This is an optimization exercise on Yosys and OpenROAD, whose aim is small area and a short achievable clock period, not a production implementation. At most, simulation tests tie the RTL to the original design; equivalence was not proved. No activity file was given, so power comes from the tool's default toggle rates.

## old
// STDPmodel_4PWL
module STDPmodel_4PWL
(reset, clk, A_pre, A_post, start_replay_phase, W_previous, W_new);
Size: ~69 I/O pins.
Settings: LEC_CHECK=0, CAP_MARGIN=20, CORE_MARGIN=2, CORE_UTILIZATION=40, SETUP_SLACK_MARGIN=4, SLEW_MARGIN=20; clock period 7.5 ns.
run.sh (not shown) runs the stock make flow with config.mk's settings and CLKGATE_MAP_FILE= SYNTH_SCRIPT=/design/flow/synth_recipe.tcl, a recipe that flattens the netlist after the stock synthesis.
Inputs modified between old and new:
--- a/flow/design.v
+++ b/flow/design.v
@@ -43,57 +43,62 @@
 	localparam [31:0] W_MAX = 32'h0020_0000;
 	reg [2:0] Count_pre, Count_post;
 	always @(posedge clk)
 	  if (reset)              Count_pre <= 3'd0;
 	  else if (A_pre)         Count_pre <= 3'd6;
 	  else if (Count_pre!=0)  Count_pre <= Count_pre - 3'd1;
 	always @(posedge clk)
 	  if (reset)              Count_post <= 3'd0;
 	  else if (A_post)        Count_post <= 3'd6;
 	  else if (Count_post!=0) Count_post <= Count_post - 3'd1;
+	wire nz_next = !reset && (A_pre || Count_pre > 3'd1) && (A_post || Count_post > 3'd1);
 	reg nz;
-	always @(posedge clk)
-	  nz <= !reset && (A_pre || Count_pre > 3'd1) && (A_post || Count_post > 3'd1);
+	always @(posedge clk) nz <= nz_next;
 	wire AdaptW = nz && !reset;
 	wire [2:0] Delta_Count = Count_post - Count_pre;
 	wire d2 = Delta_Count[2];
 	wire [2:0] abs_dc = d2 ? (3'd0 - Delta_Count) : Delta_Count;
 	reg AdaptW_2, AdaptW_3, AdaptW_4;
 	reg sign_dt_hold, sign_dt_q2, sign_dt_q3, sign_dt_q4;
 	wire sign_dt_s1 = AdaptW ? d2 : (AdaptW_4 ? sign_dt_hold : 1'b0);
 	always @(posedge clk)
 	  if (reset) begin
 	    AdaptW_2 <= 1'b0; AdaptW_3 <= 1'b0; AdaptW_4 <= 1'b0;
 	    sign_dt_hold <= 1'b0;
 	    sign_dt_q2 <= 1'b0; sign_dt_q3 <= 1'b0; sign_dt_q4 <= 1'b0;
 	  end else begin
 	    AdaptW_2 <= AdaptW; AdaptW_3 <= AdaptW_2; AdaptW_4 <= AdaptW_3;
 	    sign_dt_hold <= sign_dt_s1;
 	    sign_dt_q2 <= sign_dt_s1; sign_dt_q3 <= sign_dt_q2; sign_dt_q4 <= sign_dt_q3;
 	  end
 	wire [31:0] ws_in = d2 ? W_previous : (W_MAX - W_previous);
-	reg  [31:0] Ws_q1, W_previous_q2, W_previous_q3;
-	reg  g1;
-	wire [31:0] w_q1  = g1 ? Ws_q1 : (W_MAX - Ws_q1);
+	reg  [31:0] Ws_q1, W_previous_q2, base_q;
+	reg  g1, v1, v2;
+	wire [31:0] w_q1 = g1 ? Ws_q1 : (W_MAX - Ws_q1);
 	always @(posedge clk)
 	  if (nz) begin
 	    Ws_q1 <= ws_in;  g1 <= d2;
 	    W_previous_q2 <= w_q1;
-	    W_previous_q3 <= W_previous_q2;
 	  end
-	reg v1, v2, v3;
 	always @(posedge clk)
 	  if (reset) begin
-	    v1 <= 1'b0; v2 <= 1'b0; v3 <= 1'b0;
+	    v1 <= 1'b0; v2 <= 1'b0;
 	  end else if (nz) begin
-	    v1 <= 1'b1; v2 <= v1; v3 <= v2;
+	    v1 <= 1'b1; v2 <= v1;
 	  end
+	wire [31:0] q2_next = nz ? w_q1 : W_previous_q2;
+	wire        v2_next = nz ? v1 : v2;
+	always @(posedge clk)
+	  if (reset)
+	    base_q <= 32'd0;
+	  else if (nz_next)
+	    base_q <= v2_next ? q2_next : 32'd0;
 	wire [3:0]  codeT = {d2, abs_dc};
 	reg         sgn2;
 	always @(posedge clk) sgn2 <= d2;
 	wire [31:0] ws = Ws_q1;
 	reg [6:0] seg;
 	always @(posedge clk)
 	  case (codeT)
 	    4'b1001: seg <= 7'b0000001;
 	    4'b1010: seg <= 7'b0000010;
 	    4'b1011: seg <= 7'b0000100;
@@ -544,23 +549,24 @@
 	wire m_c111 = pp29_26 & pp31_26;
 	wire [27:0] prod_a = {m_c111, m_s111, m_s110, m_s109, m_s108, m_s107, m_s106, m_s105, m_s104, m_s103, m_s102, m_s101, m_s100, m_s99, m_s98, m_s97, m_s96, m_s95, m_s94, m_s93, m_s92, m_s91, m_s90, m_s89, m_s88, m_s87, m_s86, m_s85};
 	wire [27:0] prod_b = {1'b0, m_c110, m_c109, m_c108, m_c107, m_c106, m_c105, m_c104, m_c103, m_c102, m_c101, m_c100, m_c99, m_c98, m_c97, m_c96, m_c95, m_c94, m_c93, m_c92, m_c91, m_c90, m_c89, m_c88, m_c87, m_c86, m_c85, pp15_0};
 	reg [27:0] P3a, P3b;
 	reg        sgn3;
 	always @(posedge clk) begin
 	  P3a  <= prod_a;
 	  P3b  <= prod_b;
 	  sgn3 <= sgn2;
 	end
-	wire [31:0] base = nz ? (v2 ? W_previous_q2 : 32'd0)
-	                      : (v3 ? W_previous_q3 : 32'd0);
-	wire [31:0] r = (base ^ {32{sgn3}}) + {4'd0, P3a} + {4'd0, P3b};
+	wire [31:0] bx = base_q ^ {32{sgn3}};
+	wire [27:0] cs_s = bx[27:0] ^ P3a ^ P3b;
+	wire [27:0] cs_c = (bx[27:0] & P3a) | (bx[27:0] & P3b) | (P3a & P3b);
+	wire [31:0] r = {bx[31:28], cs_s} + {3'd0, cs_c, 1'b0};
 	reg  [31:0] WB4;
 	always @(posedge clk)
 	  WB4 <= r ^ {32{sgn3}};
 	wire [31:0] W_B = AdaptW_4 ? WB4 : W_previous;
 	always @(posedge clk)
 	  if (start_replay_phase && (AdaptW_4 || AdaptW) && W_B[31])
 	    W_new <= sign_dt_q4 ? 32'd0 : W_MAX;
 	  else if (start_replay_phase && (AdaptW_4 || AdaptW))
 	    W_new <= W_B;
 	  else
==> run summary <==
Higher post-synthesis mux area share was reported by new, not old.
Between old and new, the cell count went up.
STATUS final critical delay including setup and external delays: new loses against old
[compare] base=old new=new: vertical die dimension increased by 0.65% relative to the old numbers; area fraction in compound gates after synthesis increased by 2.0 points relative to the old numbers; count of clock-net buffers in the final layout increased by 27% relative to the old numbers.
The placer congestion estimate of new is higher than that of old.
Post-synth design cell area, new vs old: up slightly
The RTL of new was laid out without a check of its function.


== juniper ==
Another version of the RTL of STDPmodel_4PWL (not shown whole).
Size in the first run: ~260 flip-flops, ~69 I/O pins.
export LEC_CHECK = 0
export CAP_MARGIN = 20
export CORE_MARGIN = 2
export CORE_UTILIZATION = 40
export SETUP_SLACK_MARGIN = 5
export SLEW_MARGIN = 20
create_clock -name core_clock -period 7.5 [get_ports {clk}]
juniper | stages: all done | timing, DRC, antenna: all pass
Changes in raven relative to juniper:
--- a/flow/design.v
+++ b/flow/design.v
@@ -41,27 +41,27 @@
 	output [31:0] W_new;
 	reg    [31:0] W_new;
 	localparam [31:0] W_MAX = 32'h0020_0000;
 	reg [2:0] Count_pre, Count_post;
 	always @(posedge clk)
 	  if (reset)              Count_pre <= 3'd0;
 	  else if (A_pre)         Count_pre <= 3'd6;
 	  else if (Count_pre!=0)  Count_pre <= Count_pre - 3'd1;
 	always @(posedge clk)
 	  if (reset)              Count_post <= 3'd0;
 	  else if (A_post)        Count_post <= 3'd6;
 	  else if (Count_post!=0) Count_post <= Count_post - 3'd1;
+	wire nz_next = !reset && (A_pre || Count_pre > 3'd1) && (A_post || Count_post > 3'd1);
 	reg nz;
-	always @(posedge clk)
-	  nz <= !reset && (A_pre || Count_pre > 3'd1) && (A_post || Count_post > 3'd1);
+	always @(posedge clk) nz <= nz_next;
 	wire AdaptW = nz && !reset;
 	wire [2:0] Delta_Count = Count_post - Count_pre;
 	wire d2 = Delta_Count[2];
 	wire [2:0] abs_dc = d2 ? (3'd0 - Delta_Count) : Delta_Count;
 	reg AdaptW_2, AdaptW_3, AdaptW_4;
 	reg sign_dt_hold, sign_dt_q2, sign_dt_q3, sign_dt_q4;
 	wire sign_dt_s1 = AdaptW ? d2 : (AdaptW_4 ? sign_dt_hold : 1'b0);
 	always @(posedge clk)
 	  if (reset) begin
 	    AdaptW_2 <= 1'b0; AdaptW_3 <= 1'b0; AdaptW_4 <= 1'b0;
 	    sign_dt_hold <= 1'b0;
 	    sign_dt_q2 <= 1'b0; sign_dt_q3 <= 1'b0; sign_dt_q4 <= 1'b0;
@@ -74,40 +74,45 @@
 	  input [31:0] x;
 	  integer i;
 	  reg b;
 	  begin
 	    b = 1'b0;
 	    for (i = 0; i < 32; i = i + 1) begin
 	      wmax_minus_mask[i] = W_MAX[i] ^ b;
 	      b = W_MAX[i] ? (x[i] & b) : (x[i] | b);
 	    end
 	  end
 	endfunction
 	wire [31:0] ws_in = W_previous ^ ({32{~d2}} & wmax_minus_mask(W_previous));
-	reg  [31:0] Ws_q1, W_previous_q2, W_previous_q3;
-	reg  g1;
-	wire [31:0] w_q1  = Ws_q1 ^ ({32{~g1}} & wmax_minus_mask(Ws_q1));
+	reg  [31:0] Ws_q1, W_previous_q2, base_q;
+	reg  g1, v1, v2;
+	wire [31:0] w_q1 = Ws_q1 ^ ({32{~g1}} & wmax_minus_mask(Ws_q1));
 	always @(posedge clk)
 	  if (nz) begin
 	    Ws_q1 <= ws_in;  g1 <= d2;
 	    W_previous_q2 <= w_q1;
-	    W_previous_q3 <= W_previous_q2;
 	  end
-	reg v1, v2, v3;
 	always @(posedge clk)
 	  if (reset) begin
-	    v1 <= 1'b0; v2 <= 1'b0; v3 <= 1'b0;
+	    v1 <= 1'b0; v2 <= 1'b0;
 	  end else if (nz) begin
-	    v1 <= 1'b1; v2 <= v1; v3 <= v2;
+	    v1 <= 1'b1; v2 <= v1;
 	  end
+	wire [31:0] q2_next = nz ? w_q1 : W_previous_q2;
+	wire        v2_next = nz ? v1 : v2;
+	always @(posedge clk)
+	  if (reset)
+	    base_q <= 32'd0;
+	  else if (nz_next)
+	    base_q <= v2_next ? q2_next : 32'd0;
 	wire [3:0]  codeT = {d2, abs_dc};
 	reg         sgn2;
 	always @(posedge clk) sgn2 <= d2;
 	wire [31:0] ws = Ws_q1;
 	reg [23:0] kc;
 	always @(posedge clk)
 	  case (codeT)
 	    4'b1001: kc <= 24'b101011110010110111000110;
 	    4'b1010: kc <= 24'b010011101010011011000110;
 	    4'b1011: kc <= 24'b111101100110000011000110;
 	    4'b1100: kc <= 24'b100101011111101110011000;
 	    4'b0001: kc <= 24'b010011010111000010101011;
@@ -554,27 +559,25 @@
 	wire m_c110 = (pp29_25 & pp31_25) | (pp29_25 & m_c84) | (pp31_25 & m_c84);
 	wire m_s111 = pp29_26 ^ pp31_26;
 	wire m_c111 = pp29_26 & pp31_26;
 	wire [27:0] prod_a = {m_c111, m_s111, m_s110, m_s109, m_s108, m_s107, m_s106, m_s105, m_s104, m_s103, m_s102, m_s101, m_s100, m_s99, m_s98, m_s97, m_s96, m_s95, m_s94, m_s93, m_s92, m_s91, m_s90, m_s89, m_s88, m_s87, m_s86, m_s85};
 	wire [27:0] prod_b = {1'b0, m_c110, m_c109, m_c108, m_c107, m_c106, m_c105, m_c104, m_c103, m_c102, m_c101, m_c100, m_c99, m_c98, m_c97, m_c96, m_c95, m_c94, m_c93, m_c92, m_c91, m_c90, m_c89, m_c88, m_c87, m_c86, m_c85, pp15_0};
 	reg [27:0] P3a, P3b;
 	reg        sgn3;
 	always @(posedge clk) begin
 	  P3a  <= prod_a;
 	  P3b  <= prod_b;
 	  sgn3 <= sgn2;
 	end
-	wire [31:0] base = nz ? (v2 ? W_previous_q2 : 32'd0)
-	                      : (v3 ? W_previous_q3 : 32'd0);
-	wire [31:0] bx = base ^ {32{sgn3}};
+	wire [31:0] bx = base_q ^ {32{sgn3}};
 	wire [27:0] cs_s = bx[27:0] ^ P3a ^ P3b;
 	wire [27:0] cs_c = (bx[27:0] & P3a) | (bx[27:0] & P3b) | (P3a & P3b);
 	wire [31:0] r = {bx[31:28], cs_s} + {3'd0, cs_c, 1'b0};
 	reg  [31:0] WB4;
 	always @(posedge clk)
 	  WB4 <= r ^ {32{sgn3}};
 	wire [31:0] W_B = AdaptW_4 ? WB4 : W_previous;
 	always @(posedge clk)
 	  if (start_replay_phase && (AdaptW_4 || AdaptW) && W_B[31])
 	    W_new <= sign_dt_q4 ? 32'd0 : W_MAX;
 	  else if (start_replay_phase && (AdaptW_4 || AdaptW))
 	    W_new <= W_B;
### Flow results
raven vs. juniper: share of the clock period used by the worst path up 17 points; non-clock buffer count down 25. Compared with juniper, raven shows sequential cell count that has gone down slightly. Going from juniper to raven, clock network power has decreased; overall routing resource usage increased by 0.44 points relative to the old numbers. raven vs juniper, startpoint of the most critical setup path: W_previous[0] vs nz$_DFF_P_. Changes observed in raven relative to juniper: worst path setup slack after routing shows a reduction of 1300 ps; wire length of the first global-routing pass lower; clock tree buffer count of the final layout moved up.
Function was not checked in any run of this note: the RTL went through the layout flow alone.

==> static timing again, ports no longer ideal <==
The results above use ideal ports. As a check the final layouts listed here were re-extracted and re-timed, cells and wires unchanged. Step 1 assumes that a clkbuf_16 drives the clock port and a buf_2 every other input. Step 2 adds t to the input delays and takes it off the output delays; t is the mean of the earliest and latest rising clock arrival at the registers after step 1. Input paths then give back, and output paths get back, about the clock's delay inside the block. Three values: ideal ports, drivers, drivers and shift; two values: the first two.
run	t, ns	setup WS [ns]	worst setup path at the end	latest minus earliest clock arrival (ns)	pins driven straight from the clock port
old	0.603	3.908 / 3.908 / 3.556	input to register	0.037 / 0.037	1
new	0.605	3.810 / 3.810 / 3.527	input to register	0.021 / 0.021	1
juniper	0.605	3.876 / 3.876 / 3.610	input to register	0.023 / 0.023	1
raven	0.605	2.580 / 2.592 / 1.986	input to register	0.019 / 0.019	1
After both steps setup and hold are still met in every run listed. For raven, which loses most, drivers alone change the setup slack by +0.012 ns; drivers and shift together by -0.594 ns.
